From an optimization exercise on the open Yosys and OpenROAD flow, aimed at small area and a short achievable clock period; shortcuts taken in it are not production practice. In this exercise RTL edits were held to simulation tests only and were not proved equivalent to the original.

===== design/flow/run.sh =====
#!/bin/bash
# synth_recipe.tcl (not shown) runs the flow's synth.tcl, then flattens the netlist and writes it again
# the make line also repeats each setting of config.mk as NAME=value (left out here)
make -C /OpenROAD-flow-scripts/flow DESIGN_CONFIG=/design/flow/config.mk WORK_HOME=/design/flow/orfs CLKGATE_MAP_FILE= SYNTH_SCRIPT=/design/flow/synth_recipe.tcl finish

===== design/flow/config.mk =====
export PLATFORM = sky130hd
export DESIGN_NAME = tx_crc_combine
export DESIGN_NICKNAME = tx_crc_combine
export VERILOG_FILES = /design/flow/design.v
export SDC_FILE = /design/flow/constraint.sdc
export NUM_CORES = 4
export LEC_CHECK = 0
export CAP_MARGIN = 20
export CORE_MARGIN = 2
export CORE_UTILIZATION = 40
export SETUP_SLACK_MARGIN = 0.4
export SLEW_MARGIN = 20

===== design/flow/constraint.sdc =====
create_clock -name core_clock -period 7.5 [get_ports {clk}]
set_input_delay 1.5000 -clock core_clock [delete_from_list [all_inputs] [get_ports {clk}]]
set_output_delay 1.5000 -clock core_clock [all_outputs]
set_load 0.01 [all_outputs]

===== design/flow/design.v =====
module crc_128_init (
    input  wire         clk,
    input  wire [127:0] inData,
    output reg  [31:0]  crc
);
always @(posedge clk) 
begin
begin
        crc[31]  <= inData[2]^inData[5]^inData[10]^inData[12]^inData[13]^inData[14]^inData[16]^inData[17]^inData[20]^inData[21]^inData[23]^inData[25]^inData[26]^inData[28]^inData[32]^inData[34]^inData[36]^inData[40]^inData[41]^inData[43]^inData[45]^inData[47]^inData[49]^inData[51]^inData[53]^inData[54]^inData[57]^inData[58]^inData[60]^inData[61]^inData[64]^inData[65]^inData[66]^inData[71]^inData[74]^inData[76]^inData[77]^inData[78]^inData[80]^inData[81]^inData[82]^inData[84]^inData[92]^inData[93]^inData[94]^inData[100]^inData[102]^inData[103]^inData[104]^inData[105]^inData[106]^inData[108]^inData[111]^inData[115]^inData[116]^inData[119]^inData[121]^inData[122]^inData[125]^inData[126];
        crc[30]  <= inData[3]^inData[6]^inData[11]^inData[13]^inData[14]^inData[15]^inData[17]^inData[18]^inData[21]^inData[22]^inData[24]^inData[26]^inData[27]^inData[29]^inData[33]^inData[35]^inData[37]^inData[41]^inData[42]^inData[44]^inData[46]^inData[48]^inData[50]^inData[52]^inData[54]^inData[55]^inData[58]^inData[59]^inData[61]^inData[62]^inData[65]^inData[66]^inData[67]^inData[72]^inData[75]^inData[77]^inData[78]^inData[79]^inData[81]^inData[82]^inData[83]^inData[85]^inData[93]^inData[94]^inData[95]^inData[101]^inData[103]^inData[104]^inData[105]^inData[106]^inData[107]^inData[109]^inData[112]^inData[116]^inData[117]^inData[120]^inData[122]^inData[123]^inData[126]^inData[127];
        crc[29]  <= inData[2]^inData[4]^inData[5]^inData[7]^inData[10]^inData[13]^inData[15]^inData[17]^inData[18]^inData[19]^inData[20]^inData[21]^inData[22]^inData[26]^inData[27]^inData[30]^inData[32]^inData[38]^inData[40]^inData[41]^inData[42]^inData[54]^inData[55]^inData[56]^inData[57]^inData[58]^inData[59]^inData[61]^inData[62]^inData[63]^inData[64]^inData[65]^inData[67]^inData[68]^inData[71]^inData[73]^inData[74]^inData[77]^inData[79]^inData[81]^inData[83]^inData[86]^inData[92]^inData[93]^inData[95]^inData[96]^inData[100]^inData[103]^inData[107]^inData[110]^inData[111]^inData[113]^inData[115]^inData[116]^inData[117]^inData[118]^inData[119]^inData[122]^inData[123]^inData[124]^inData[125]^inData[126]^inData[127];
        crc[28]  <= inData[0]^inData[2]^inData[3]^inData[6]^inData[8]^inData[10]^inData[11]^inData[12]^inData[13]^inData[17]^inData[18]^inData[19]^inData[22]^inData[25]^inData[26]^inData[27]^inData[31]^inData[32]^inData[33]^inData[34]^inData[36]^inData[39]^inData[40]^inData[42]^inData[45]^inData[47]^inData[49]^inData[51]^inData[53]^inData[54]^inData[55]^inData[56]^inData[59]^inData[61]^inData[62]^inData[63]^inData[68]^inData[69]^inData[71]^inData[72]^inData[75]^inData[76]^inData[77]^inData[81]^inData[87]^inData[92]^inData[96]^inData[97]^inData[100]^inData[101]^inData[102]^inData[103]^inData[105]^inData[106]^inData[112]^inData[114]^inData[115]^inData[117]^inData[118]^inData[120]^inData[121]^inData[122]^inData[123]^inData[124]^inData[127];
        crc[27]  <= inData[0]^inData[1]^inData[2]^inData[3]^inData[4]^inData[5]^inData[7]^inData[9]^inData[10]^inData[11]^inData[16]^inData[17]^inData[18]^inData[19]^inData[21]^inData[25]^inData[27]^inData[33]^inData[35]^inData[36]^inData[37]^inData[45]^inData[46]^inData[47]^inData[48]^inData[49]^inData[50]^inData[51]^inData[52]^inData[53]^inData[55]^inData[56]^inData[58]^inData[61]^inData[62]^inData[63]^inData[65]^inData[66]^inData[69]^inData[70]^inData[71]^inData[72]^inData[73]^inData[74]^inData[80]^inData[81]^inData[84]^inData[88]^inData[92]^inData[94]^inData[97]^inData[98]^inData[100]^inData[101]^inData[105]^inData[107]^inData[108]^inData[111]^inData[113]^inData[118]^inData[123]^inData[124]^inData[126];
        crc[26]  <= inData[0]^inData[1]^inData[2]^inData[3]^inData[4]^inData[5]^inData[6]^inData[8]^inData[10]^inData[11]^inData[12]^inData[17]^inData[18]^inData[19]^inData[20]^inData[22]^inData[26]^inData[28]^inData[34]^inData[36]^inData[37]^inData[38]^inData[46]^inData[47]^inData[48]^inData[49]^inData[50]^inData[51]^inData[52]^inData[53]^inData[54]^inData[56]^inData[57]^inData[59]^inData[62]^inData[63]^inData[64]^inData[66]^inData[67]^inData[70]^inData[71]^inData[72]^inData[73]^inData[74]^inData[75]^inData[81]^inData[82]^inData[85]^inData[89]^inData[93]^inData[95]^inData[98]^inData[99]^inData[101]^inData[102]^inData[106]^inData[108]^inData[109]^inData[112]^inData[114]^inData[119]^inData[124]^inData[125]^inData[127];
        crc[25]  <= inData[0]^inData[1]^inData[3]^inData[4]^inData[6]^inData[7]^inData[9]^inData[10]^inData[11]^inData[14]^inData[16]^inData[17]^inData[18]^inData[19]^inData[25]^inData[26]^inData[27]^inData[28]^inData[29]^inData[32]^inData[34]^inData[35]^inData[36]^inData[37]^inData[38]^inData[39]^inData[40]^inData[41]^inData[43]^inData[45]^inData[48]^inData[50]^inData[52]^inData[55]^inData[61]^inData[63]^inData[66]^inData[67]^inData[68]^inData[72]^inData[73]^inData[75]^inData[77]^inData[78]^inData[80]^inData[81]^inData[83]^inData[84]^inData[86]^inData[90]^inData[92]^inData[93]^inData[96]^inData[99]^inData[104]^inData[105]^inData[106]^inData[107]^inData[108]^inData[109]^inData[110]^inData[111]^inData[113]^inData[116]^inData[119]^inData[120]^inData[121]^inData[122];
        crc[24]  <= inData[1]^inData[2]^inData[4]^inData[5]^inData[7]^inData[8]^inData[10]^inData[11]^inData[12]^inData[15]^inData[17]^inData[18]^inData[19]^inData[20]^inData[26]^inData[27]^inData[28]^inData[29]^inData[30]^inData[33]^inData[35]^inData[36]^inData[37]^inData[38]^inData[39]^inData[40]^inData[41]^inData[42]^inData[44]^inData[46]^inData[49]^inData[51]^inData[53]^inData[56]^inData[62]^inData[64]^inData[67]^inData[68]^inData[69]^inData[73]^inData[74]^inData[76]^inData[78]^inData[79]^inData[81]^inData[82]^inData[84]^inData[85]^inData[87]^inData[91]^inData[93]^inData[94]^inData[97]^inData[100]^inData[105]^inData[106]^inData[107]^inData[108]^inData[109]^inData[110]^inData[111]^inData[112]^inData[114]^inData[117]^inData[120]^inData[121]^inData[122]^inData[123];
        crc[23]  <= inData[2]^inData[3]^inData[5]^inData[6]^inData[8]^inData[9]^inData[11]^inData[12]^inData[13]^inData[16]^inData[18]^inData[19]^inData[20]^inData[21]^inData[27]^inData[28]^inData[29]^inData[30]^inData[31]^inData[34]^inData[36]^inData[37]^inData[38]^inData[39]^inData[40]^inData[41]^inData[42]^inData[43]^inData[45]^inData[47]^inData[50]^inData[52]^inData[54]^inData[57]^inData[63]^inData[65]^inData[68]^inData[69]^inData[70]^inData[74]^inData[75]^inData[77]^inData[79]^inData[80]^inData[82]^inData[83]^inData[85]^inData[86]^inData[88]^inData[92]^inData[94]^inData[95]^inData[98]^inData[101]^inData[106]^inData[107]^inData[108]^inData[109]^inData[110]^inData[111]^inData[112]^inData[113]^inData[115]^inData[118]^inData[121]^inData[122]^inData[123]^inData[124];
        crc[22]  <= inData[3]^inData[4]^inData[6]^inData[7]^inData[9]^inData[10]^inData[12]^inData[13]^inData[14]^inData[17]^inData[19]^inData[20]^inData[21]^inData[22]^inData[28]^inData[29]^inData[30]^inData[31]^inData[32]^inData[35]^inData[37]^inData[38]^inData[39]^inData[40]^inData[41]^inData[42]^inData[43]^inData[44]^inData[46]^inData[48]^inData[51]^inData[53]^inData[55]^inData[58]^inData[64]^inData[66]^inData[69]^inData[70]^inData[71]^inData[75]^inData[76]^inData[78]^inData[80]^inData[81]^inData[83]^inData[84]^inData[86]^inData[87]^inData[89]^inData[93]^inData[95]^inData[96]^inData[99]^inData[102]^inData[107]^inData[108]^inData[109]^inData[110]^inData[111]^inData[112]^inData[113]^inData[114]^inData[116]^inData[119]^inData[122]^inData[123]^inData[124]^inData[125];
        crc[21]  <= inData[4]^inData[5]^inData[7]^inData[8]^inData[10]^inData[11]^inData[13]^inData[14]^inData[15]^inData[18]^inData[20]^inData[21]^inData[22]^inData[23]^inData[29]^inData[30]^inData[31]^inData[32]^inData[33]^inData[36]^inData[38]^inData[39]^inData[40]^inData[41]^inData[42]^inData[43]^inData[44]^inData[45]^inData[47]^inData[49]^inData[52]^inData[54]^inData[56]^inData[59]^inData[65]^inData[67]^inData[70]^inData[71]^inData[72]^inData[76]^inData[77]^inData[79]^inData[81]^inData[82]^inData[84]^inData[85]^inData[87]^inData[88]^inData[90]^inData[94]^inData[96]^inData[97]^inData[100]^inData[103]^inData[108]^inData[109]^inData[110]^inData[111]^inData[112]^inData[113]^inData[114]^inData[115]^inData[117]^inData[120]^inData[123]^inData[124]^inData[125]^inData[126];
        crc[20]  <= inData[0]^inData[5]^inData[6]^inData[8]^inData[9]^inData[11]^inData[12]^inData[14]^inData[15]^inData[16]^inData[19]^inData[21]^inData[22]^inData[23]^inData[24]^inData[30]^inData[31]^inData[32]^inData[33]^inData[34]^inData[37]^inData[39]^inData[40]^inData[41]^inData[42]^inData[43]^inData[44]^inData[45]^inData[46]^inData[48]^inData[50]^inData[53]^inData[55]^inData[57]^inData[60]^inData[66]^inData[68]^inData[71]^inData[72]^inData[73]^inData[77]^inData[78]^inData[80]^inData[82]^inData[83]^inData[85]^inData[86]^inData[88]^inData[89]^inData[91]^inData[95]^inData[97]^inData[98]^inData[101]^inData[104]^inData[109]^inData[110]^inData[111]^inData[112]^inData[113]^inData[114]^inData[115]^inData[116]^inData[118]^inData[121]^inData[124]^inData[125]^inData[126]^inData[127];
        crc[19]  <= inData[1]^inData[2]^inData[5]^inData[6]^inData[7]^inData[9]^inData[14]^inData[15]^inData[21]^inData[22]^inData[24]^inData[26]^inData[28]^inData[31]^inData[33]^inData[35]^inData[36]^inData[38]^inData[42]^inData[44]^inData[46]^inData[53]^inData[56]^inData[57]^inData[60]^inData[64]^inData[65]^inData[66]^inData[67]^inData[69]^inData[71]^inData[72]^inData[73]^inData[76]^inData[77]^inData[79]^inData[80]^inData[82]^inData[83]^inData[86]^inData[87]^inData[89]^inData[90]^inData[93]^inData[94]^inData[96]^inData[98]^inData[99]^inData[100]^inData[103]^inData[104]^inData[106]^inData[108]^inData[110]^inData[112]^inData[113]^inData[114]^inData[117]^inData[121]^inData[127];
        crc[18]  <= inData[3]^inData[5]^inData[6]^inData[7]^inData[8]^inData[12]^inData[13]^inData[14]^inData[15]^inData[17]^inData[20]^inData[21]^inData[22]^inData[26]^inData[27]^inData[28]^inData[29]^inData[37]^inData[39]^inData[40]^inData[41]^inData[49]^inData[51]^inData[53]^inData[60]^inData[64]^inData[67]^inData[68]^inData[70]^inData[71]^inData[72]^inData[73]^inData[76]^inData[82]^inData[83]^inData[87]^inData[88]^inData[90]^inData[91]^inData[92]^inData[93]^inData[95]^inData[97]^inData[99]^inData[101]^inData[102]^inData[103]^inData[106]^inData[107]^inData[108]^inData[109]^inData[113]^inData[114]^inData[116]^inData[118]^inData[119]^inData[121]^inData[125]^inData[126];
        crc[17]  <= inData[0]^inData[4]^inData[6]^inData[7]^inData[8]^inData[9]^inData[13]^inData[14]^inData[15]^inData[16]^inData[18]^inData[21]^inData[22]^inData[23]^inData[27]^inData[28]^inData[29]^inData[30]^inData[38]^inData[40]^inData[41]^inData[42]^inData[50]^inData[52]^inData[54]^inData[61]^inData[65]^inData[68]^inData[69]^inData[71]^inData[72]^inData[73]^inData[74]^inData[77]^inData[83]^inData[84]^inData[88]^inData[89]^inData[91]^inData[92]^inData[93]^inData[94]^inData[96]^inData[98]^inData[100]^inData[102]^inData[103]^inData[104]^inData[107]^inData[108]^inData[109]^inData[110]^inData[114]^inData[115]^inData[117]^inData[119]^inData[120]^inData[122]^inData[126]^inData[127];
        crc[16]  <= inData[0]^inData[1]^inData[2]^inData[7]^inData[8]^inData[9]^inData[12]^inData[13]^inData[15]^inData[19]^inData[20]^inData[21]^inData[22]^inData[24]^inData[25]^inData[26]^inData[29]^inData[30]^inData[31]^inData[32]^inData[34]^inData[36]^inData[39]^inData[40]^inData[42]^inData[45]^inData[47]^inData[49]^inData[54]^inData[55]^inData[57]^inData[58]^inData[60]^inData[61]^inData[62]^inData[64]^inData[65]^inData[69]^inData[70]^inData[71]^inData[72]^inData[73]^inData[75]^inData[76]^inData[77]^inData[80]^inData[81]^inData[82]^inData[85]^inData[89]^inData[90]^inData[95]^inData[97]^inData[99]^inData[100]^inData[101]^inData[102]^inData[106]^inData[109]^inData[110]^inData[118]^inData[119]^inData[120]^inData[122]^inData[123]^inData[125]^inData[126]^inData[127];
        crc[15]  <= inData[0]^inData[1]^inData[3]^inData[5]^inData[8]^inData[9]^inData[12]^inData[17]^inData[22]^inData[27]^inData[28]^inData[30]^inData[31]^inData[33]^inData[34]^inData[35]^inData[36]^inData[37]^inData[45]^inData[46]^inData[47]^inData[48]^inData[49]^inData[50]^inData[51]^inData[53]^inData[54]^inData[55]^inData[56]^inData[57]^inData[59]^inData[60]^inData[62]^inData[63]^inData[64]^inData[70]^inData[72]^inData[73]^inData[80]^inData[83]^inData[84]^inData[86]^inData[90]^inData[91]^inData[92]^inData[93]^inData[94]^inData[96]^inData[98]^inData[101]^inData[104]^inData[105]^inData[106]^inData[107]^inData[108]^inData[110]^inData[115]^inData[116]^inData[120]^inData[122]^inData[123]^inData[124]^inData[125]^inData[127];
        crc[14]  <= inData[0]^inData[1]^inData[4]^inData[5]^inData[6]^inData[9]^inData[12]^inData[14]^inData[16]^inData[17]^inData[18]^inData[20]^inData[21]^inData[25]^inData[26]^inData[29]^inData[31]^inData[35]^inData[37]^inData[38]^inData[40]^inData[41]^inData[43]^inData[45]^inData[46]^inData[48]^inData[50]^inData[52]^inData[53]^inData[55]^inData[56]^inData[63]^inData[66]^inData[73]^inData[76]^inData[77]^inData[78]^inData[80]^inData[82]^inData[85]^inData[87]^inData[91]^inData[95]^inData[97]^inData[99]^inData[100]^inData[103]^inData[104]^inData[107]^inData[109]^inData[115]^inData[117]^inData[119]^inData[122]^inData[123]^inData[124];
        crc[13]  <= inData[1]^inData[2]^inData[5]^inData[6]^inData[7]^inData[10]^inData[13]^inData[15]^inData[17]^inData[18]^inData[19]^inData[21]^inData[22]^inData[26]^inData[27]^inData[30]^inData[32]^inData[36]^inData[38]^inData[39]^inData[41]^inData[42]^inData[44]^inData[46]^inData[47]^inData[49]^inData[51]^inData[53]^inData[54]^inData[56]^inData[57]^inData[64]^inData[67]^inData[74]^inData[77]^inData[78]^inData[79]^inData[81]^inData[83]^inData[86]^inData[88]^inData[92]^inData[96]^inData[98]^inData[100]^inData[101]^inData[104]^inData[105]^inData[108]^inData[110]^inData[116]^inData[118]^inData[120]^inData[123]^inData[124]^inData[125];
        crc[12]  <= inData[0]^inData[2]^inData[3]^inData[6]^inData[7]^inData[8]^inData[11]^inData[14]^inData[16]^inData[18]^inData[19]^inData[20]^inData[22]^inData[23]^inData[27]^inData[28]^inData[31]^inData[33]^inData[37]^inData[39]^inData[40]^inData[42]^inData[43]^inData[45]^inData[47]^inData[48]^inData[50]^inData[52]^inData[54]^inData[55]^inData[57]^inData[58]^inData[65]^inData[68]^inData[75]^inData[78]^inData[79]^inData[80]^inData[82]^inData[84]^inData[87]^inData[89]^inData[93]^inData[97]^inData[99]^inData[101]^inData[102]^inData[105]^inData[106]^inData[109]^inData[111]^inData[117]^inData[119]^inData[121]^inData[124]^inData[125]^inData[126];
        crc[11]  <= inData[1]^inData[3]^inData[4]^inData[7]^inData[8]^inData[9]^inData[12]^inData[15]^inData[17]^inData[19]^inData[20]^inData[21]^inData[23]^inData[24]^inData[28]^inData[29]^inData[32]^inData[34]^inData[38]^inData[40]^inData[41]^inData[43]^inData[44]^inData[46]^inData[48]^inData[49]^inData[51]^inData[53]^inData[55]^inData[56]^inData[58]^inData[59]^inData[66]^inData[69]^inData[76]^inData[79]^inData[80]^inData[81]^inData[83]^inData[85]^inData[88]^inData[90]^inData[94]^inData[98]^inData[100]^inData[102]^inData[103]^inData[106]^inData[107]^inData[110]^inData[112]^inData[118]^inData[120]^inData[122]^inData[125]^inData[126]^inData[127];
        crc[10]  <= inData[4]^inData[8]^inData[9]^inData[12]^inData[14]^inData[17]^inData[18]^inData[22]^inData[23]^inData[24]^inData[26]^inData[28]^inData[29]^inData[30]^inData[32]^inData[33]^inData[34]^inData[35]^inData[36]^inData[39]^inData[40]^inData[42]^inData[43]^inData[44]^inData[50]^inData[51]^inData[52]^inData[53]^inData[56]^inData[58]^inData[59]^inData[61]^inData[64]^inData[65]^inData[66]^inData[67]^inData[70]^inData[71]^inData[74]^inData[76]^inData[78]^inData[86]^inData[89]^inData[91]^inData[92]^inData[93]^inData[94]^inData[95]^inData[99]^inData[100]^inData[101]^inData[102]^inData[105]^inData[106]^inData[107]^inData[113]^inData[115]^inData[116]^inData[122]^inData[123]^inData[125]^inData[127];
        crc[ 9]  <= inData[0]^inData[2]^inData[9]^inData[12]^inData[14]^inData[15]^inData[16]^inData[17]^inData[18]^inData[19]^inData[20]^inData[21]^inData[24]^inData[26]^inData[27]^inData[28]^inData[29]^inData[30]^inData[31]^inData[32]^inData[33]^inData[35]^inData[37]^inData[44]^inData[47]^inData[49]^inData[52]^inData[58]^inData[59]^inData[61]^inData[62]^inData[64]^inData[67]^inData[68]^inData[72]^inData[74]^inData[75]^inData[76]^inData[78]^inData[79]^inData[80]^inData[81]^inData[82]^inData[84]^inData[87]^inData[90]^inData[95]^inData[96]^inData[101]^inData[104]^inData[105]^inData[107]^inData[111]^inData[114]^inData[115]^inData[117]^inData[119]^inData[121]^inData[122]^inData[123]^inData[124]^inData[125];
        crc[ 8]  <= inData[1]^inData[3]^inData[10]^inData[13]^inData[15]^inData[16]^inData[17]^inData[18]^inData[19]^inData[20]^inData[21]^inData[22]^inData[25]^inData[27]^inData[28]^inData[29]^inData[30]^inData[31]^inData[32]^inData[33]^inData[34]^inData[36]^inData[38]^inData[45]^inData[48]^inData[50]^inData[53]^inData[59]^inData[60]^inData[62]^inData[63]^inData[65]^inData[68]^inData[69]^inData[73]^inData[75]^inData[76]^inData[77]^inData[79]^inData[80]^inData[81]^inData[82]^inData[83]^inData[85]^inData[88]^inData[91]^inData[96]^inData[97]^inData[102]^inData[105]^inData[106]^inData[108]^inData[112]^inData[115]^inData[116]^inData[118]^inData[120]^inData[122]^inData[123]^inData[124]^inData[125]^inData[126];
        crc[ 7]  <= inData[0]^inData[2]^inData[4]^inData[11]^inData[14]^inData[16]^inData[17]^inData[18]^inData[19]^inData[20]^inData[21]^inData[22]^inData[23]^inData[26]^inData[28]^inData[29]^inData[30]^inData[31]^inData[32]^inData[33]^inData[34]^inData[35]^inData[37]^inData[39]^inData[46]^inData[49]^inData[51]^inData[54]^inData[60]^inData[61]^inData[63]^inData[64]^inData[66]^inData[69]^inData[70]^inData[74]^inData[76]^inData[77]^inData[78]^inData[80]^inData[81]^inData[82]^inData[83]^inData[84]^inData[86]^inData[89]^inData[92]^inData[97]^inData[98]^inData[103]^inData[106]^inData[107]^inData[109]^inData[113]^inData[116]^inData[117]^inData[119]^inData[121]^inData[123]^inData[124]^inData[125]^inData[126]^inData[127];
        crc[ 6]  <= inData[0]^inData[1]^inData[2]^inData[3]^inData[10]^inData[13]^inData[14]^inData[15]^inData[16]^inData[18]^inData[19]^inData[22]^inData[24]^inData[25]^inData[26]^inData[27]^inData[28]^inData[29]^inData[30]^inData[31]^inData[33]^inData[35]^inData[38]^inData[41]^inData[43]^inData[45]^inData[49]^inData[50]^inData[51]^inData[52]^inData[53]^inData[54]^inData[55]^inData[57]^inData[58]^inData[60]^inData[62]^inData[66]^inData[67]^inData[70]^inData[74]^inData[75]^inData[76]^inData[79]^inData[80]^inData[83]^inData[85]^inData[87]^inData[90]^inData[92]^inData[94]^inData[98]^inData[99]^inData[100]^inData[102]^inData[103]^inData[105]^inData[106]^inData[107]^inData[110]^inData[111]^inData[114]^inData[115]^inData[116]^inData[117]^inData[118]^inData[119]^inData[120]^inData[121]^inData[124]^inData[127];
        crc[ 5]  <= inData[1]^inData[3]^inData[4]^inData[5]^inData[10]^inData[11]^inData[12]^inData[13]^inData[15]^inData[19]^inData[21]^inData[27]^inData[29]^inData[30]^inData[31]^inData[39]^inData[40]^inData[41]^inData[42]^inData[43]^inData[44]^inData[45]^inData[46]^inData[47]^inData[49]^inData[50]^inData[52]^inData[55]^inData[56]^inData[57]^inData[59]^inData[60]^inData[63]^inData[64]^inData[65]^inData[66]^inData[67]^inData[68]^inData[74]^inData[75]^inData[78]^inData[82]^inData[86]^inData[88]^inData[91]^inData[92]^inData[94]^inData[95]^inData[99]^inData[101]^inData[102]^inData[105]^inData[107]^inData[112]^inData[117]^inData[118]^inData[120]^inData[126];
        crc[ 4]  <= inData[0]^inData[2]^inData[4]^inData[5]^inData[6]^inData[11]^inData[12]^inData[13]^inData[14]^inData[16]^inData[20]^inData[22]^inData[28]^inData[30]^inData[31]^inData[32]^inData[40]^inData[41]^inData[42]^inData[43]^inData[44]^inData[45]^inData[46]^inData[47]^inData[48]^inData[50]^inData[51]^inData[53]^inData[56]^inData[57]^inData[58]^inData[60]^inData[61]^inData[64]^inData[65]^inData[66]^inData[67]^inData[68]^inData[69]^inData[75]^inData[76]^inData[79]^inData[83]^inData[87]^inData[89]^inData[92]^inData[93]^inData[95]^inData[96]^inData[100]^inData[102]^inData[103]^inData[106]^inData[108]^inData[113]^inData[118]^inData[119]^inData[121]^inData[127];
        crc[ 3]  <= inData[0]^inData[1]^inData[2]^inData[3]^inData[6]^inData[7]^inData[10]^inData[15]^inData[16]^inData[20]^inData[25]^inData[26]^inData[28]^inData[29]^inData[31]^inData[33]^inData[34]^inData[36]^inData[40]^inData[42]^inData[44]^inData[46]^inData[48]^inData[52]^inData[53]^inData[59]^inData[60]^inData[62]^inData[64]^inData[67]^inData[68]^inData[69]^inData[70]^inData[71]^inData[74]^inData[78]^inData[81]^inData[82]^inData[88]^inData[90]^inData[92]^inData[96]^inData[97]^inData[100]^inData[101]^inData[102]^inData[105]^inData[106]^inData[107]^inData[108]^inData[109]^inData[111]^inData[114]^inData[115]^inData[116]^inData[120]^inData[121]^inData[125]^inData[126];
        crc[ 2]  <= inData[0]^inData[1]^inData[2]^inData[3]^inData[4]^inData[7]^inData[8]^inData[11]^inData[16]^inData[17]^inData[21]^inData[26]^inData[27]^inData[29]^inData[30]^inData[32]^inData[34]^inData[35]^inData[37]^inData[41]^inData[43]^inData[45]^inData[47]^inData[49]^inData[53]^inData[54]^inData[60]^inData[61]^inData[63]^inData[65]^inData[68]^inData[69]^inData[70]^inData[71]^inData[72]^inData[75]^inData[79]^inData[82]^inData[83]^inData[89]^inData[91]^inData[93]^inData[97]^inData[98]^inData[101]^inData[102]^inData[103]^inData[106]^inData[107]^inData[108]^inData[109]^inData[110]^inData[112]^inData[115]^inData[116]^inData[117]^inData[121]^inData[122]^inData[126]^inData[127];
        crc[ 1]  <= inData[0]^inData[1]^inData[3]^inData[4]^inData[8]^inData[9]^inData[10]^inData[13]^inData[14]^inData[16]^inData[18]^inData[20]^inData[21]^inData[22]^inData[23]^inData[25]^inData[26]^inData[27]^inData[30]^inData[31]^inData[32]^inData[33]^inData[34]^inData[35]^inData[38]^inData[40]^inData[41]^inData[42]^inData[43]^inData[44]^inData[45]^inData[46]^inData[47]^inData[48]^inData[49]^inData[50]^inData[51]^inData[53]^inData[55]^inData[57]^inData[58]^inData[60]^inData[62]^inData[65]^inData[69]^inData[70]^inData[72]^inData[73]^inData[74]^inData[77]^inData[78]^inData[81]^inData[82]^inData[83]^inData[90]^inData[93]^inData[98]^inData[99]^inData[100]^inData[105]^inData[106]^inData[107]^inData[109]^inData[110]^inData[113]^inData[115]^inData[117]^inData[118]^inData[119]^inData[121]^inData[123]^inData[125]^inData[126]^inData[127];
        crc[ 0]  <= inData[1]^inData[4]^inData[9]^inData[11]^inData[12]^inData[13]^inData[15]^inData[16]^inData[19]^inData[20]^inData[22]^inData[24]^inData[25]^inData[27]^inData[31]^inData[33]^inData[35]^inData[39]^inData[40]^inData[42]^inData[44]^inData[46]^inData[48]^inData[50]^inData[52]^inData[53]^inData[56]^inData[57]^inData[59]^inData[60]^inData[63]^inData[64]^inData[65]^inData[70]^inData[73]^inData[75]^inData[76]^inData[77]^inData[79]^inData[80]^inData[81]^inData[83]^inData[91]^inData[92]^inData[93]^inData[99]^inData[101]^inData[102]^inData[103]^inData[104]^inData[105]^inData[107]^inData[110]^inData[114]^inData[115]^inData[118]^inData[120]^inData[121]^inData[124]^inData[125]^inData[127];
end
end
endmodule
module crc_accu #(parameter FPW=4)(
    input  wire         clk,
    input  wire         res_n,
    input  wire [FPW-1:0]       tail,
    input  wire [(FPW*32)-1:0]  d_in,
    output reg  [31:0]          crc_out
);
integer i_f;
reg  [31:0]    crc_temp [FPW:0];
wire [31:0]    in [FPW-1:0];
genvar f;
generate
    for(f=0;f<FPW;f=f+1) begin
        assign in[f] = d_in[(f*32)+32-1:(f*32)];
    end
endgenerate
always @(posedge clk) 
begin
begin
    crc_out <= 32'h0;
    for(i_f=0;i_f<FPW;i_f=i_f+1) begin
        if(tail[i_f]) begin
            crc_out <= crc_temp[i_f+1];
        end
    end
end
end
always @(posedge clk) 
begin
    if (!res_n) 
        crc_temp[0] <= 32'h0;
    else 
        crc_temp[0] <= |tail ? 32'h0 : crc_temp[FPW];
end
always @(*)
begin
    for(i_f=0;i_f<FPW;i_f=i_f+1) begin
        crc_temp[i_f+1][31] = in[i_f][31] ^ crc_temp[i_f][3]^crc_temp[i_f][5]^crc_temp[i_f][6]^crc_temp[i_f][8]^crc_temp[i_f][10]^crc_temp[i_f][11]^crc_temp[i_f][14]^crc_temp[i_f][15]^crc_temp[i_f][17]^crc_temp[i_f][18]^crc_temp[i_f][19]^crc_temp[i_f][21]^crc_temp[i_f][26]^crc_temp[i_f][29];
        crc_temp[i_f+1][30] = in[i_f][30] ^ crc_temp[i_f][2]^crc_temp[i_f][4]^crc_temp[i_f][5]^crc_temp[i_f][7]^crc_temp[i_f][9]^crc_temp[i_f][10]^crc_temp[i_f][13]^crc_temp[i_f][14]^crc_temp[i_f][16]^crc_temp[i_f][17]^crc_temp[i_f][18]^crc_temp[i_f][20]^crc_temp[i_f][25]^crc_temp[i_f][28];
        crc_temp[i_f+1][29] = in[i_f][29] ^ crc_temp[i_f][1]^crc_temp[i_f][4]^crc_temp[i_f][5]^crc_temp[i_f][9]^crc_temp[i_f][10]^crc_temp[i_f][11]^crc_temp[i_f][12]^crc_temp[i_f][13]^crc_temp[i_f][14]^crc_temp[i_f][16]^crc_temp[i_f][18]^crc_temp[i_f][21]^crc_temp[i_f][24]^crc_temp[i_f][26]^crc_temp[i_f][27]^crc_temp[i_f][29];
        crc_temp[i_f+1][28] = in[i_f][28] ^ crc_temp[i_f][0]^crc_temp[i_f][4]^crc_temp[i_f][5]^crc_temp[i_f][6]^crc_temp[i_f][9]^crc_temp[i_f][12]^crc_temp[i_f][13]^crc_temp[i_f][14]^crc_temp[i_f][18]^crc_temp[i_f][19]^crc_temp[i_f][20]^crc_temp[i_f][21]^crc_temp[i_f][23]^crc_temp[i_f][25]^crc_temp[i_f][28]^crc_temp[i_f][29]^crc_temp[i_f][31];
        crc_temp[i_f+1][27] = in[i_f][27] ^ crc_temp[i_f][4]^crc_temp[i_f][6]^crc_temp[i_f][10]^crc_temp[i_f][12]^crc_temp[i_f][13]^crc_temp[i_f][14]^crc_temp[i_f][15]^crc_temp[i_f][20]^crc_temp[i_f][21]^crc_temp[i_f][22]^crc_temp[i_f][24]^crc_temp[i_f][26]^crc_temp[i_f][27]^crc_temp[i_f][28]^crc_temp[i_f][29]^crc_temp[i_f][30]^crc_temp[i_f][31];
        crc_temp[i_f+1][26] = in[i_f][26] ^ crc_temp[i_f][3]^crc_temp[i_f][5]^crc_temp[i_f][9]^crc_temp[i_f][11]^crc_temp[i_f][12]^crc_temp[i_f][13]^crc_temp[i_f][14]^crc_temp[i_f][19]^crc_temp[i_f][20]^crc_temp[i_f][21]^crc_temp[i_f][23]^crc_temp[i_f][25]^crc_temp[i_f][26]^crc_temp[i_f][27]^crc_temp[i_f][28]^crc_temp[i_f][29]^crc_temp[i_f][30]^crc_temp[i_f][31];
        crc_temp[i_f+1][25] = in[i_f][25] ^ crc_temp[i_f][2]^crc_temp[i_f][3]^crc_temp[i_f][4]^crc_temp[i_f][5]^crc_temp[i_f][6]^crc_temp[i_f][12]^crc_temp[i_f][13]^crc_temp[i_f][14]^crc_temp[i_f][15]^crc_temp[i_f][17]^crc_temp[i_f][20]^crc_temp[i_f][21]^crc_temp[i_f][22]^crc_temp[i_f][24]^crc_temp[i_f][25]^crc_temp[i_f][27]^crc_temp[i_f][28]^crc_temp[i_f][30]^crc_temp[i_f][31];
        crc_temp[i_f+1][24] = in[i_f][24] ^ crc_temp[i_f][1]^crc_temp[i_f][2]^crc_temp[i_f][3]^crc_temp[i_f][4]^crc_temp[i_f][5]^crc_temp[i_f][11]^crc_temp[i_f][12]^crc_temp[i_f][13]^crc_temp[i_f][14]^crc_temp[i_f][16]^crc_temp[i_f][19]^crc_temp[i_f][20]^crc_temp[i_f][21]^crc_temp[i_f][23]^crc_temp[i_f][24]^crc_temp[i_f][26]^crc_temp[i_f][27]^crc_temp[i_f][29]^crc_temp[i_f][30];
        crc_temp[i_f+1][23] = in[i_f][23] ^ crc_temp[i_f][0]^crc_temp[i_f][1]^crc_temp[i_f][2]^crc_temp[i_f][3]^crc_temp[i_f][4]^crc_temp[i_f][10]^crc_temp[i_f][11]^crc_temp[i_f][12]^crc_temp[i_f][13]^crc_temp[i_f][15]^crc_temp[i_f][18]^crc_temp[i_f][19]^crc_temp[i_f][20]^crc_temp[i_f][22]^crc_temp[i_f][23]^crc_temp[i_f][25]^crc_temp[i_f][26]^crc_temp[i_f][28]^crc_temp[i_f][29];
        crc_temp[i_f+1][22] = in[i_f][22] ^ crc_temp[i_f][0]^crc_temp[i_f][1]^crc_temp[i_f][2]^crc_temp[i_f][3]^crc_temp[i_f][9]^crc_temp[i_f][10]^crc_temp[i_f][11]^crc_temp[i_f][12]^crc_temp[i_f][14]^crc_temp[i_f][17]^crc_temp[i_f][18]^crc_temp[i_f][19]^crc_temp[i_f][21]^crc_temp[i_f][22]^crc_temp[i_f][24]^crc_temp[i_f][25]^crc_temp[i_f][27]^crc_temp[i_f][28];
        crc_temp[i_f+1][21] = in[i_f][21] ^ crc_temp[i_f][0]^crc_temp[i_f][1]^crc_temp[i_f][2]^crc_temp[i_f][8]^crc_temp[i_f][9]^crc_temp[i_f][10]^crc_temp[i_f][11]^crc_temp[i_f][13]^crc_temp[i_f][16]^crc_temp[i_f][17]^crc_temp[i_f][18]^crc_temp[i_f][20]^crc_temp[i_f][21]^crc_temp[i_f][23]^crc_temp[i_f][24]^crc_temp[i_f][26]^crc_temp[i_f][27];
        crc_temp[i_f+1][20] = in[i_f][20] ^ crc_temp[i_f][0]^crc_temp[i_f][1]^crc_temp[i_f][7]^crc_temp[i_f][8]^crc_temp[i_f][9]^crc_temp[i_f][10]^crc_temp[i_f][12]^crc_temp[i_f][15]^crc_temp[i_f][16]^crc_temp[i_f][17]^crc_temp[i_f][19]^crc_temp[i_f][20]^crc_temp[i_f][22]^crc_temp[i_f][23]^crc_temp[i_f][25]^crc_temp[i_f][26]^crc_temp[i_f][31];
        crc_temp[i_f+1][19] = in[i_f][19] ^ crc_temp[i_f][0]^crc_temp[i_f][3]^crc_temp[i_f][5]^crc_temp[i_f][7]^crc_temp[i_f][9]^crc_temp[i_f][10]^crc_temp[i_f][16]^crc_temp[i_f][17]^crc_temp[i_f][22]^crc_temp[i_f][24]^crc_temp[i_f][25]^crc_temp[i_f][26]^crc_temp[i_f][29]^crc_temp[i_f][30];
        crc_temp[i_f+1][18] = in[i_f][18] ^ crc_temp[i_f][2]^crc_temp[i_f][3]^crc_temp[i_f][4]^crc_temp[i_f][5]^crc_temp[i_f][9]^crc_temp[i_f][10]^crc_temp[i_f][11]^crc_temp[i_f][14]^crc_temp[i_f][16]^crc_temp[i_f][17]^crc_temp[i_f][18]^crc_temp[i_f][19]^crc_temp[i_f][23]^crc_temp[i_f][24]^crc_temp[i_f][25]^crc_temp[i_f][26]^crc_temp[i_f][28];
        crc_temp[i_f+1][17] = in[i_f][17] ^ crc_temp[i_f][1]^crc_temp[i_f][2]^crc_temp[i_f][3]^crc_temp[i_f][4]^crc_temp[i_f][8]^crc_temp[i_f][9]^crc_temp[i_f][10]^crc_temp[i_f][13]^crc_temp[i_f][15]^crc_temp[i_f][16]^crc_temp[i_f][17]^crc_temp[i_f][18]^crc_temp[i_f][22]^crc_temp[i_f][23]^crc_temp[i_f][24]^crc_temp[i_f][25]^crc_temp[i_f][27]^crc_temp[i_f][31];
        crc_temp[i_f+1][16] = in[i_f][16] ^ crc_temp[i_f][0]^crc_temp[i_f][1]^crc_temp[i_f][2]^crc_temp[i_f][5]^crc_temp[i_f][6]^crc_temp[i_f][7]^crc_temp[i_f][9]^crc_temp[i_f][10]^crc_temp[i_f][11]^crc_temp[i_f][12]^crc_temp[i_f][16]^crc_temp[i_f][18]^crc_temp[i_f][19]^crc_temp[i_f][22]^crc_temp[i_f][23]^crc_temp[i_f][24]^crc_temp[i_f][29]^crc_temp[i_f][30]^crc_temp[i_f][31];
        crc_temp[i_f+1][15] = in[i_f][15] ^ crc_temp[i_f][0]^crc_temp[i_f][1]^crc_temp[i_f][3]^crc_temp[i_f][4]^crc_temp[i_f][9]^crc_temp[i_f][14]^crc_temp[i_f][19]^crc_temp[i_f][22]^crc_temp[i_f][23]^crc_temp[i_f][26]^crc_temp[i_f][28]^crc_temp[i_f][30]^crc_temp[i_f][31];
        crc_temp[i_f+1][14] = in[i_f][14] ^ crc_temp[i_f][0]^crc_temp[i_f][2]^crc_temp[i_f][5]^crc_temp[i_f][6]^crc_temp[i_f][10]^crc_temp[i_f][11]^crc_temp[i_f][13]^crc_temp[i_f][14]^crc_temp[i_f][15]^crc_temp[i_f][17]^crc_temp[i_f][19]^crc_temp[i_f][22]^crc_temp[i_f][25]^crc_temp[i_f][26]^crc_temp[i_f][27]^crc_temp[i_f][30]^crc_temp[i_f][31];
        crc_temp[i_f+1][13] = in[i_f][13] ^ crc_temp[i_f][1]^crc_temp[i_f][4]^crc_temp[i_f][5]^crc_temp[i_f][9]^crc_temp[i_f][10]^crc_temp[i_f][12]^crc_temp[i_f][13]^crc_temp[i_f][14]^crc_temp[i_f][16]^crc_temp[i_f][18]^crc_temp[i_f][21]^crc_temp[i_f][24]^crc_temp[i_f][25]^crc_temp[i_f][26]^crc_temp[i_f][29]^crc_temp[i_f][30];
        crc_temp[i_f+1][12] = in[i_f][12] ^ crc_temp[i_f][0]^crc_temp[i_f][3]^crc_temp[i_f][4]^crc_temp[i_f][8]^crc_temp[i_f][9]^crc_temp[i_f][11]^crc_temp[i_f][12]^crc_temp[i_f][13]^crc_temp[i_f][15]^crc_temp[i_f][17]^crc_temp[i_f][20]^crc_temp[i_f][23]^crc_temp[i_f][24]^crc_temp[i_f][25]^crc_temp[i_f][28]^crc_temp[i_f][29]^crc_temp[i_f][31];
        crc_temp[i_f+1][11] = in[i_f][11] ^ crc_temp[i_f][2]^crc_temp[i_f][3]^crc_temp[i_f][7]^crc_temp[i_f][8]^crc_temp[i_f][10]^crc_temp[i_f][11]^crc_temp[i_f][12]^crc_temp[i_f][14]^crc_temp[i_f][16]^crc_temp[i_f][19]^crc_temp[i_f][22]^crc_temp[i_f][23]^crc_temp[i_f][24]^crc_temp[i_f][27]^crc_temp[i_f][28]^crc_temp[i_f][30];
        crc_temp[i_f+1][10] = in[i_f][10] ^ crc_temp[i_f][1]^crc_temp[i_f][2]^crc_temp[i_f][3]^crc_temp[i_f][5]^crc_temp[i_f][7]^crc_temp[i_f][8]^crc_temp[i_f][9]^crc_temp[i_f][13]^crc_temp[i_f][14]^crc_temp[i_f][17]^crc_temp[i_f][19]^crc_temp[i_f][22]^crc_temp[i_f][23]^crc_temp[i_f][27];
        crc_temp[i_f+1][ 9] = in[i_f][ 9] ^ crc_temp[i_f][0]^crc_temp[i_f][1]^crc_temp[i_f][2]^crc_temp[i_f][3]^crc_temp[i_f][4]^crc_temp[i_f][5]^crc_temp[i_f][7]^crc_temp[i_f][10]^crc_temp[i_f][11]^crc_temp[i_f][12]^crc_temp[i_f][13]^crc_temp[i_f][14]^crc_temp[i_f][15]^crc_temp[i_f][16]^crc_temp[i_f][17]^crc_temp[i_f][19]^crc_temp[i_f][22]^crc_temp[i_f][29]^crc_temp[i_f][31];
        crc_temp[i_f+1][ 8] = in[i_f][ 8] ^ crc_temp[i_f][0]^crc_temp[i_f][1]^crc_temp[i_f][2]^crc_temp[i_f][3]^crc_temp[i_f][4]^crc_temp[i_f][6]^crc_temp[i_f][9]^crc_temp[i_f][10]^crc_temp[i_f][11]^crc_temp[i_f][12]^crc_temp[i_f][13]^crc_temp[i_f][14]^crc_temp[i_f][15]^crc_temp[i_f][16]^crc_temp[i_f][18]^crc_temp[i_f][21]^crc_temp[i_f][28]^crc_temp[i_f][30];
        crc_temp[i_f+1][ 7] = in[i_f][ 7] ^ crc_temp[i_f][0]^crc_temp[i_f][1]^crc_temp[i_f][2]^crc_temp[i_f][3]^crc_temp[i_f][5]^crc_temp[i_f][8]^crc_temp[i_f][9]^crc_temp[i_f][10]^crc_temp[i_f][11]^crc_temp[i_f][12]^crc_temp[i_f][13]^crc_temp[i_f][14]^crc_temp[i_f][15]^crc_temp[i_f][17]^crc_temp[i_f][20]^crc_temp[i_f][27]^crc_temp[i_f][29]^crc_temp[i_f][31];
        crc_temp[i_f+1][ 6] = in[i_f][ 6] ^ crc_temp[i_f][0]^crc_temp[i_f][1]^crc_temp[i_f][2]^crc_temp[i_f][3]^crc_temp[i_f][4]^crc_temp[i_f][5]^crc_temp[i_f][6]^crc_temp[i_f][7]^crc_temp[i_f][9]^crc_temp[i_f][12]^crc_temp[i_f][13]^crc_temp[i_f][15]^crc_temp[i_f][16]^crc_temp[i_f][17]^crc_temp[i_f][18]^crc_temp[i_f][21]^crc_temp[i_f][28]^crc_temp[i_f][29]^crc_temp[i_f][30]^crc_temp[i_f][31];
        crc_temp[i_f+1][ 5] = in[i_f][ 5] ^ crc_temp[i_f][0]^crc_temp[i_f][1]^crc_temp[i_f][2]^crc_temp[i_f][4]^crc_temp[i_f][10]^crc_temp[i_f][12]^crc_temp[i_f][16]^crc_temp[i_f][18]^crc_temp[i_f][19]^crc_temp[i_f][20]^crc_temp[i_f][21]^crc_temp[i_f][26]^crc_temp[i_f][27]^crc_temp[i_f][28]^crc_temp[i_f][30];
        crc_temp[i_f+1][ 4] = in[i_f][ 4] ^ crc_temp[i_f][0]^crc_temp[i_f][1]^crc_temp[i_f][3]^crc_temp[i_f][9]^crc_temp[i_f][11]^crc_temp[i_f][15]^crc_temp[i_f][17]^crc_temp[i_f][18]^crc_temp[i_f][19]^crc_temp[i_f][20]^crc_temp[i_f][25]^crc_temp[i_f][26]^crc_temp[i_f][27]^crc_temp[i_f][29]^crc_temp[i_f][31];
        crc_temp[i_f+1][ 3] = in[i_f][ 3] ^ crc_temp[i_f][0]^crc_temp[i_f][2]^crc_temp[i_f][3]^crc_temp[i_f][5]^crc_temp[i_f][6]^crc_temp[i_f][11]^crc_temp[i_f][15]^crc_temp[i_f][16]^crc_temp[i_f][21]^crc_temp[i_f][24]^crc_temp[i_f][25]^crc_temp[i_f][28]^crc_temp[i_f][29]^crc_temp[i_f][30]^crc_temp[i_f][31];
        crc_temp[i_f+1][ 2] = in[i_f][ 2] ^ crc_temp[i_f][1]^crc_temp[i_f][2]^crc_temp[i_f][4]^crc_temp[i_f][5]^crc_temp[i_f][10]^crc_temp[i_f][14]^crc_temp[i_f][15]^crc_temp[i_f][20]^crc_temp[i_f][23]^crc_temp[i_f][24]^crc_temp[i_f][27]^crc_temp[i_f][28]^crc_temp[i_f][29]^crc_temp[i_f][30]^crc_temp[i_f][31];
        crc_temp[i_f+1][ 1] = in[i_f][ 1] ^ crc_temp[i_f][0]^crc_temp[i_f][1]^crc_temp[i_f][4]^crc_temp[i_f][5]^crc_temp[i_f][6]^crc_temp[i_f][8]^crc_temp[i_f][9]^crc_temp[i_f][10]^crc_temp[i_f][11]^crc_temp[i_f][13]^crc_temp[i_f][15]^crc_temp[i_f][17]^crc_temp[i_f][18]^crc_temp[i_f][21]^crc_temp[i_f][22]^crc_temp[i_f][23]^crc_temp[i_f][27]^crc_temp[i_f][28]^crc_temp[i_f][30]^crc_temp[i_f][31];
        crc_temp[i_f+1][ 0] = in[i_f][ 0] ^ crc_temp[i_f][0]^crc_temp[i_f][4]^crc_temp[i_f][6]^crc_temp[i_f][7]^crc_temp[i_f][9]^crc_temp[i_f][11]^crc_temp[i_f][12]^crc_temp[i_f][15]^crc_temp[i_f][16]^crc_temp[i_f][18]^crc_temp[i_f][19]^crc_temp[i_f][20]^crc_temp[i_f][22]^crc_temp[i_f][27]^crc_temp[i_f][30];
    end
end
endmodule
 `default_nettype none
module tx_crc_combine #(
    parameter LOG_FPW       = 2,
    parameter FPW           = 4,
    parameter DWIDTH        = 512
) (
    input   wire                clk,
    input   wire                res_n,
    input   wire [FPW-1:0]      d_in_hdr,
    input   wire [FPW-1:0]      d_in_tail,
    input   wire [DWIDTH-1:0]   d_in_data,
    output  wire [DWIDTH-1:0]   d_out_data
);
function [3:0] lng;
    input [127:0] flit;
    begin
        lng = flit[10:7];
    end
endfunction
integer i_f;     
integer i_f2;    
integer i_c;     
genvar f, f2;
wire  [128-1:0]       d_in_flit   [FPW-1:0];
generate
    for(f = 0; f < (FPW); f = f + 1) begin
        assign d_in_flit[f] = d_in_data[(f*128)+128-1:f*128];
    end
endgenerate
reg  [3:0]              d_in_flit_lng_dly     [FPW-1:0];
reg  [DWIDTH-1:0]       d_in_data_dly;
reg  [FPW-1:0]          d_in_tail_dly;
reg  [FPW-1:0]          d_in_hdr_dly;
reg  [LOG_FPW-1:0]      d_in_flit_target_crc  [FPW-1:0];
reg                     swap_crc;
reg  [LOG_FPW-1:0]      target_crc_per_tail         [FPW-1:0];
reg  [LOG_FPW-1:0]      target_crc_per_tail1        [FPW-1:0];
reg  [LOG_FPW-1:0]      target_crc_per_tail_comb    [FPW-1:0];
reg  [LOG_FPW-1:0]      target_crc_comb;
reg  [LOG_FPW-1:0]      target_crc_temp;
wire [31:0]    crc_init_out      [FPW-1:0];
reg  [31:0]    crc_accu_in       [FPW-1:0];
reg  [FPW-1:0] crc_accu_in_valid [FPW-1:0];
reg  [FPW-1:0] crc_accu_in_tail  [FPW-1:0];
wire [31:0]    crc_per_flit      [FPW-1:0];
reg  [3:0]                  payload_remain [FPW-1:0];
wire [(FPW*32)-1:0] crc_accu_in_combined [FPW-1:0];
generate
    for(f=0;f<FPW;f=f+1) begin
        for(f2=0;f2<FPW;f2=f2+1) begin
            assign crc_accu_in_combined[f][(f2*32)+31:(f2*32)] = crc_accu_in_valid[f][f2] ? crc_accu_in[f2] : 32'h0;
        end
    end
endgenerate
reg  [DWIDTH-1:0]       crc_data_pipe_in_data                               [1:0];
reg  [FPW-1:0]          crc_data_pipe_in_tail                               [1:0];
wire [128-1:0]          crc_data_pipe_out_data_flit                         [FPW-1:0];
generate
    for(f = 0; f < (FPW); f = f + 1) begin : assign_data_pipe_output
        assign crc_data_pipe_out_data_flit[f]                        = crc_data_pipe_in_data[1][(f*128)+127:f*128];
    end
endgenerate
reg  [128-1:0]       data_rdy_flit   [FPW-1:0];
generate
        for(f = 0; f < (FPW); f = f + 1) begin : reorder_flits_to_word
            assign d_out_data[(f*128)+128-1:(f*128)] = data_rdy_flit[f];
        end
endgenerate
always @(*)  begin
    target_crc_comb = target_crc_temp;
    for(i_f = 0; i_f < (FPW); i_f = i_f + 1) begin
        if(d_in_hdr_dly[i_f]) begin
            target_crc_comb = d_in_flit_target_crc[i_f];
        end
        if(d_in_tail_dly[i_f]) begin
            target_crc_per_tail_comb[i_f] = target_crc_comb;
        end else begin
            target_crc_per_tail_comb[i_f] = {4{1'b0}};
        end
    end
end
always @(posedge clk)  begin 
if(!res_n) begin
    for(i_f = 0; i_f < (FPW); i_f = i_f + 1) begin
        target_crc_per_tail[i_f] <= 0;
    end
    target_crc_temp    <= {4{1'b0}};
end else begin
    for(i_f = 0; i_f < (FPW); i_f = i_f + 1) begin
        target_crc_per_tail[i_f] <= target_crc_per_tail_comb[i_f];
    end
    target_crc_temp    <= target_crc_comb;
end
end
always @(posedge clk)  begin 
if(!res_n) begin
    for(i_f=0;i_f<FPW;i_f=i_f+1)begin
        d_in_flit_target_crc[i_f] <= {LOG_FPW{1'b0}};
    end
    swap_crc            <= 1'b0;
end else begin
    for(i_f=0;i_f<FPW;i_f=i_f+1)begin
        d_in_flit_target_crc[i_f] <= {LOG_FPW{1'b0}};
    end
    if(|d_in_tail) begin
        swap_crc        <= 1'b0;
    end
    for(i_f=0;i_f<FPW;i_f=i_f+1)begin
        if(d_in_hdr[i_f])begin
            if(i_f+lng(d_in_flit[i_f])>FPW) begin
                if(swap_crc) begin
                    d_in_flit_target_crc[i_f]   <= 3'h0;
                end else begin
                    d_in_flit_target_crc[i_f]   <= FPW-1'b1;
                    swap_crc                    <= 1'b1;
                end
            end else begin
                d_in_flit_target_crc[i_f] <= i_f;
                if(swap_crc && !(d_in_hdr > d_in_tail)) begin
                    d_in_flit_target_crc[i_f] <= i_f-1;
                end
            end
        end
    end
end
end
always @(posedge clk)  begin 
    d_in_data_dly <= d_in_data;
    begin
        for(i_f=0;i_f<FPW;i_f=i_f+1)begin
            d_in_flit_lng_dly[i_f]  <= lng(d_in_flit[i_f]);
        end
        d_in_tail_dly <= d_in_tail;
        d_in_hdr_dly  <= d_in_hdr;
    end
end
always @(posedge clk)  begin 
    for(i_f=0;i_f<FPW;i_f=i_f+1)begin
        crc_accu_in[i_f] <= crc_init_out[i_f];
    end
if(!res_n) begin
    for(i_f=0;i_f<FPW;i_f=i_f+1)begin
        crc_accu_in_valid[i_f]  <= {FPW{1'b0}};
        crc_accu_in_tail[i_f]  <= {FPW{1'b0}};
        payload_remain[i_f]     <= 4'h0;
    end
end else begin
    for(i_f=0;i_f<FPW;i_f=i_f+1)begin
        crc_accu_in_valid[i_f]  <= 4'h0;
        crc_accu_in_tail[i_f]  <= 4'h0;
    end
    for(i_f=0;i_f<FPW;i_f=i_f+1)begin
        if(|payload_remain[i_f]) begin
            if(payload_remain[i_f] > FPW) begin
                crc_accu_in_valid[i_f]  <= {FPW{1'b1}};
                payload_remain[i_f]     <= payload_remain[i_f]-FPW;
            end else begin
                crc_accu_in_valid[i_f]  <= {FPW{1'b1}} >> (FPW-payload_remain[i_f]);
                crc_accu_in_tail[i_f]   <= 1'b1 << (payload_remain[i_f]-1);
                payload_remain[i_f]     <= 4'h0;
            end
        end
        for(i_f2=0;i_f2<FPW;i_f2=i_f2+1)begin
            if(i_f==d_in_flit_target_crc[i_f2] && d_in_hdr_dly[i_f2]) begin
                if( (i_f2+d_in_flit_lng_dly[i_f2]) >FPW ) begin
                    payload_remain[i_f] <= (d_in_flit_lng_dly[i_f2]-FPW+i_f2);
                    crc_accu_in_valid[i_f]   <=  {FPW{1'b1}} >> i_f2 << i_f2;
                end else begin
                    crc_accu_in_tail[i_f] <= 1'b1 << d_in_flit_lng_dly[i_f2]+i_f2-1;
                    crc_accu_in_valid[i_f]   <=  ({FPW{1'b1}} >> (FPW-i_f2-d_in_flit_lng_dly[i_f2])) >> i_f2 << i_f2;
                end
            end
        end
    end
end
end
always @(posedge clk)  begin 
    begin
        crc_data_pipe_in_data[0]   <= d_in_data_dly;
        crc_data_pipe_in_data[1]   <= crc_data_pipe_in_data[0];
    end
    begin
    for(i_f=0;i_f<(FPW);i_f=i_f+ 1) begin
        target_crc_per_tail1[i_f] <= target_crc_per_tail[i_f];
    end
    crc_data_pipe_in_tail[0]       <= d_in_tail_dly;
    crc_data_pipe_in_tail[1]       <= crc_data_pipe_in_tail[0];
    end
end
always @(posedge clk)  begin 
    for(i_f=0;i_f<FPW;i_f=i_f+1)begin
    begin
        data_rdy_flit[i_f]  <= crc_data_pipe_out_data_flit[i_f];
        if(crc_data_pipe_in_tail[1][i_f])begin     
            data_rdy_flit[i_f][128-1:128-32] <= crc_per_flit[target_crc_per_tail1[i_f]];
        end
    end
    end
end
generate
    for(f=0;f<FPW;f=f+1) begin : crc_init_gen
        crc_128_init crc_init_I
        (
            .clk(clk),
            .inData(d_in_flit[f]),
            .crc(crc_init_out[f])
        );
    end
endgenerate
generate
    for(f=0;f<FPW;f=f+1) begin : crc_accu_gen
        crc_accu #(
        .FPW(FPW)
        )
        crc_accu_I
        (
            .clk(clk),
            .res_n(res_n),
            .tail(crc_accu_in_tail[f]),
            .d_in(crc_accu_in_combined[f]),
            .crc_out(crc_per_flit[f])
        );
    end
endgenerate
endmodule
`default_nettype wire

==> reports/qor.txt <==
Total grt overflow: 0
Post-synth top cells: xnor2_1, dfxtp_1, xor2_1
WP data arrival: 7.88 ns
Placement Cell Area: 182000 um^2
Worst Path Buf+Inv: 3
Vias: 106000
Cts hold-fix bufs: 0
Status: timing/DRC/antenna clean
Grt peak-use layer: met2
First-pass GRT wire length: 973000 um
Avg Cell Area, Syn: 12.3 um^2
Die Y: 628 um
Critical path required time: 8.24 ns
Synthesized Nets: 13300
#FFs+latches synth: 2650
Wire length per cell: 36.6 um
Core area: 389000 um^2
Compound-gate portion of the synthesized area: 2.17%
Crit end category: flop
Met1 GRT Util: 47.4%
Post-Synth Adder-Cell Area: 0.209%
Worst-skew pair later-pin latency: 0.99 ns
Hold_sp: crc_init_gen[0].crc_init_I.crc[4]
Antenna violations before repair: 136
Asr flop ratio synth: 0%
Max-cap viol count: 0
Period minus WS final: 7.13 ns
H-tree Lvls: 5
Fin. max-slew vios: 0
Crit path top cell by count: xnor3_1
GR Layer Usage met3: 9.28%
Port bufs: 1033
Setup CP Type: flop to flop
Register area share after synthesis: 34.0%
Initial DRT Pass Iterations: 8
Main synth FF type: dfxtp_1
Simple-gate share of the synthesized area: 2.87%
Met2 usage: 54.8%
Depth of the most critical reg-to-reg path: 18
Worst hold path type: flop to flop
Hold path depth: 0
Post-route cell area: 193000 um^2
Final WL: 750000 um
Die ar.: 395000 um^2
Post-Syn Area: 156000 um^2
Clock Sinks: 2650
Worst r2r src: crc_accu_gen[3].crc_accu_I.crc_temp[0][24]
Main combinational cell family by area after synthesis: XOR/XNOR gates
Initial DRC Count: 13800
Io pins: 1034
Cell with the most instances after synthesis: xnor2_1
Max FO, Critical Path: 6
Gate Count Post-Synth: 12700
Critical Path, Cell by Cell: buf_4 > xnor2_2 > xnor3_1 > xnor3_1 > xnor3_1 > buf_4 > xnor2_1 > xnor3_1 > xnor3_1 > xnor3_2 > xnor3_1 > xnor3_2 > xnor2_1 > buf_4 > xnor2_1 > xnor2_1 > xnor3_1 > nor2_1
Least-Margin Pin Slew: 1.34 ns
R2r setup slk: 0.37 ns
Number of synthesized flops with an enable pin: 0
YS warnings: 28
XOR/XNOR share of the synthesized area: 55.6%
Fin. Hold Viols: 0
FP Rows: 229
Initial Util: 40.1%
Final Skew: 0.0889 ns
Layout cells sized above 1: 18.2%
Period Utilization, post-route: 95.1%
Top-area cell type share of the netlist area: 34.0%
Maximum number of pins on one net before global-route repair: 61
Overall Global Routing Usage: 36.8%
Clock Path Buffers: 4
Placement Setup Slack: -0.210 ns
Slowest CP cell: dfxtp_1
Hold Path End: crc_accu_in[0][4]
Die width: 628 um
Vias in the first global route: 103000
CTS buffer count: 278
Rel. slew slack: 10.6%
Synth unique cells: 72
Mux share of post-synthesis cell area: 3.19%
Root buf cell: clkbuf_16
Synthesis-to-layout area growth: 24.0%
Final antenna-violating net count: 0
Final setup viols: 0
Critical path's largest stage delay: 0.55 ns
Critical path startpoint category: flop
Drt drc: 0
Dpl hpwl: 621000 um
Worst setup margin: 0.366 ns
Dominant cells by area after synthesis: dfxtp_1, xnor2_1, xnor3_1
Gpl congestion: 1.05
Fmax: 0.140 GHz
RR Endpoint: crc_accu_gen[3].crc_accu_I.crc_temp[0][30]
Vias/cell: 5.20
Delay-heaviest family, CP: XOR/XNOR gates
Reg clk slew, reported paths: 0.06 ns
CTS tree: built
Final net count: 15500
RSZ-0062 raised after global routing: yes
Synth area leader: dfxtp_1
-- placed cells by master (no fill, tap or decap), types with 121 or more instances in the layout --
| master | count |
|---|---|
| nor2_1 | 288 |
| xor3_1 | 206 |
| nand2_1 | 659 |
| xnor2_1 | 4437 |
| xor2_1 | 1190 |
| xnor3_1 | 1148 |
| mux4_2 | 128 |
| clkdlybuf4s50_1 | 1032 |
| clkbuf_16 | 278 |
| buf_4 | 1532 |
| xnor2_2 | 153 |
| dfxtp_1 | 2584 |
| diode_2 | 121 |
| mux2_2 | 130 |
| a21oi_1 | 146 |
-- repair_timing --
| action | in CTS | in global routing |
|---|---|---|
| gates resized for setup | 117 | 122 |
| setup endpoints to repair | 221 | 166 |
| cloned | 0 | 0 |
| pin swaps | 6 | 17 |
| hold endpoints to repair | 0 | 0 |
| setup buffers | 10 | 24 |
-- kinds of logic (layout without fill, tap and decap cells) --
logic type / Yosys count / in the layout
AOI/OAI and AO/OA: 534 / 534
xor gates and xnor gates: 7359 / 7359
adders and majority gates: 26 / 26
buffers and inverters: 731 / 3155
DFF: 2650 / 2650
muxes: 320 / 320
other: 0 / 121
and+or+nand+nor: 1103 / 1103
-- final cells by class --
type | instances | area, um^2
well taps | 5197 | 6500
diodes | 121 | 303
fillers | 35000 | 195000
clock inverters | 122 | 1800
inverters | 52 | 195
flip-flops and latches | 2650 | 53100
clock buffers | 370 | 7710
repair buffers | 2611 | 22700
multi-input cells | 9342 | 101000
-- worst reg2reg max path, delay by kind of cell (launching register included) --
kind	cells	cell delay, ns
xor+xnor	14	5.22
buf+inv	3	0.66
flops	1	0.55
simple gates	1	0.53
-- worst max path at each step --
stage / startpoint / endpoint / slack, ns / cells past startpoint
6_report: crc_accu_gen[3].crc_accu_I.crc_temp[0][24] / crc_accu_gen[3].crc_accu_I.crc_temp[0][30] / 0.37 / 18
5_1_grt: crc_accu_gen[1].crc_accu_I.crc_temp[0][13] / crc_accu_gen[1].crc_accu_I.crc_temp[0][10] / 0.32 / 22
4_1_cts: crc_accu_gen[2].crc_accu_I.crc_temp[0][3] / crc_accu_gen[2].crc_accu_I.crc_temp[0][7] / 0.40 / 17
3_5_place_dp: crc_accu_gen[2].crc_accu_I.crc_temp[0][20] / crc_accu_gen[2].crc_accu_I.crc_temp[0][22] / -0.21 / 19
3_3_place_gp: crc_accu_gen[2].crc_accu_I.crc_temp[0][20] / crc_accu_gen[2].crc_accu_I.crc_temp[0][22] / -0.37 / 19
2_1_floorplan: crc_accu_gen[0].crc_accu_I.crc_temp[0][1] / crc_accu_gen[0].crc_accu_I.crc_out[4] / 1.25 / 16
-- state kept, by name (all words and copies together) (netlist names), 7 cells and up --
register,count
crc_accu_gen.crc_accu_I.crc_out,128
crc_accu_gen.crc_accu_I.crc_temp,128
crc_accu_in,128
crc_accu_in_tail,16
crc_accu_in_valid,16
crc_data_pipe_in_data,1024
crc_data_pipe_in_tail,8
crc_init_gen.crc_init_I.crc,128
d_in_data_dly,500
d_in_flit_lng_dly,12
d_in_flit_target_crc,7
data_rdy_flit,512
payload_remain,16
target_crc_per_tail,8
target_crc_per_tail1,8
-- stage by stage --
step | instances | hold slack (ns) | util [%] | TNS (ns)
floorplan | 12700 | 0.310 | - | 0
global placement | 19800 | 0.310 | 46.9 | -3.25
detailed placement | 19800 | 0.312 | 46.9 | -0.672
CTS | 20300 | 0.285 | 49.5 | 0
global route | 20400 | 0.292 | 49.8 | 0
finish | 20500 | 0.276 | 49.8 | 0
-- per-layer routing --
metal | up-vias | share of wire (%)
met5 | - | 0.038
met4 | 44 | 7.6
met3 | 1615 | 10
met2 | 6692 | 43
met1 | 52500 | 39
li1 | 45500 | -

separate check: timing with driven ports:
How much do the figures lean on ideal ports? The routed layout below was timed once more, with nothing changed but the port constraints.
Step 1 sets driving cells, clkbuf_16 on the clock port and buf_2 on the other inputs (assumed; they add their load-dependent delay and slew).
Step 2 times the ports against the registers' clock, not the clock port: input delays grow and output delays shrink by t, the midpoint of the rising clock arrivals with the driver on.
a / b / c = no drivers / after step 1 / after step 2; a / b = the first two.
shift t [ns]: 1.076
setup slack, ns: 0.366 / 0.366 / 0.366
worst hold slack (ns): 0.276 / 0.276 / 0.276
worst setup path at the end: register to register
latest minus earliest clock arrival (ns): 0.103 / 0.103
After both steps setup and hold are still met in this run. For this run, drivers alone change the setup slack by 0.000 ns; drivers and shift together by 0.000 ns.
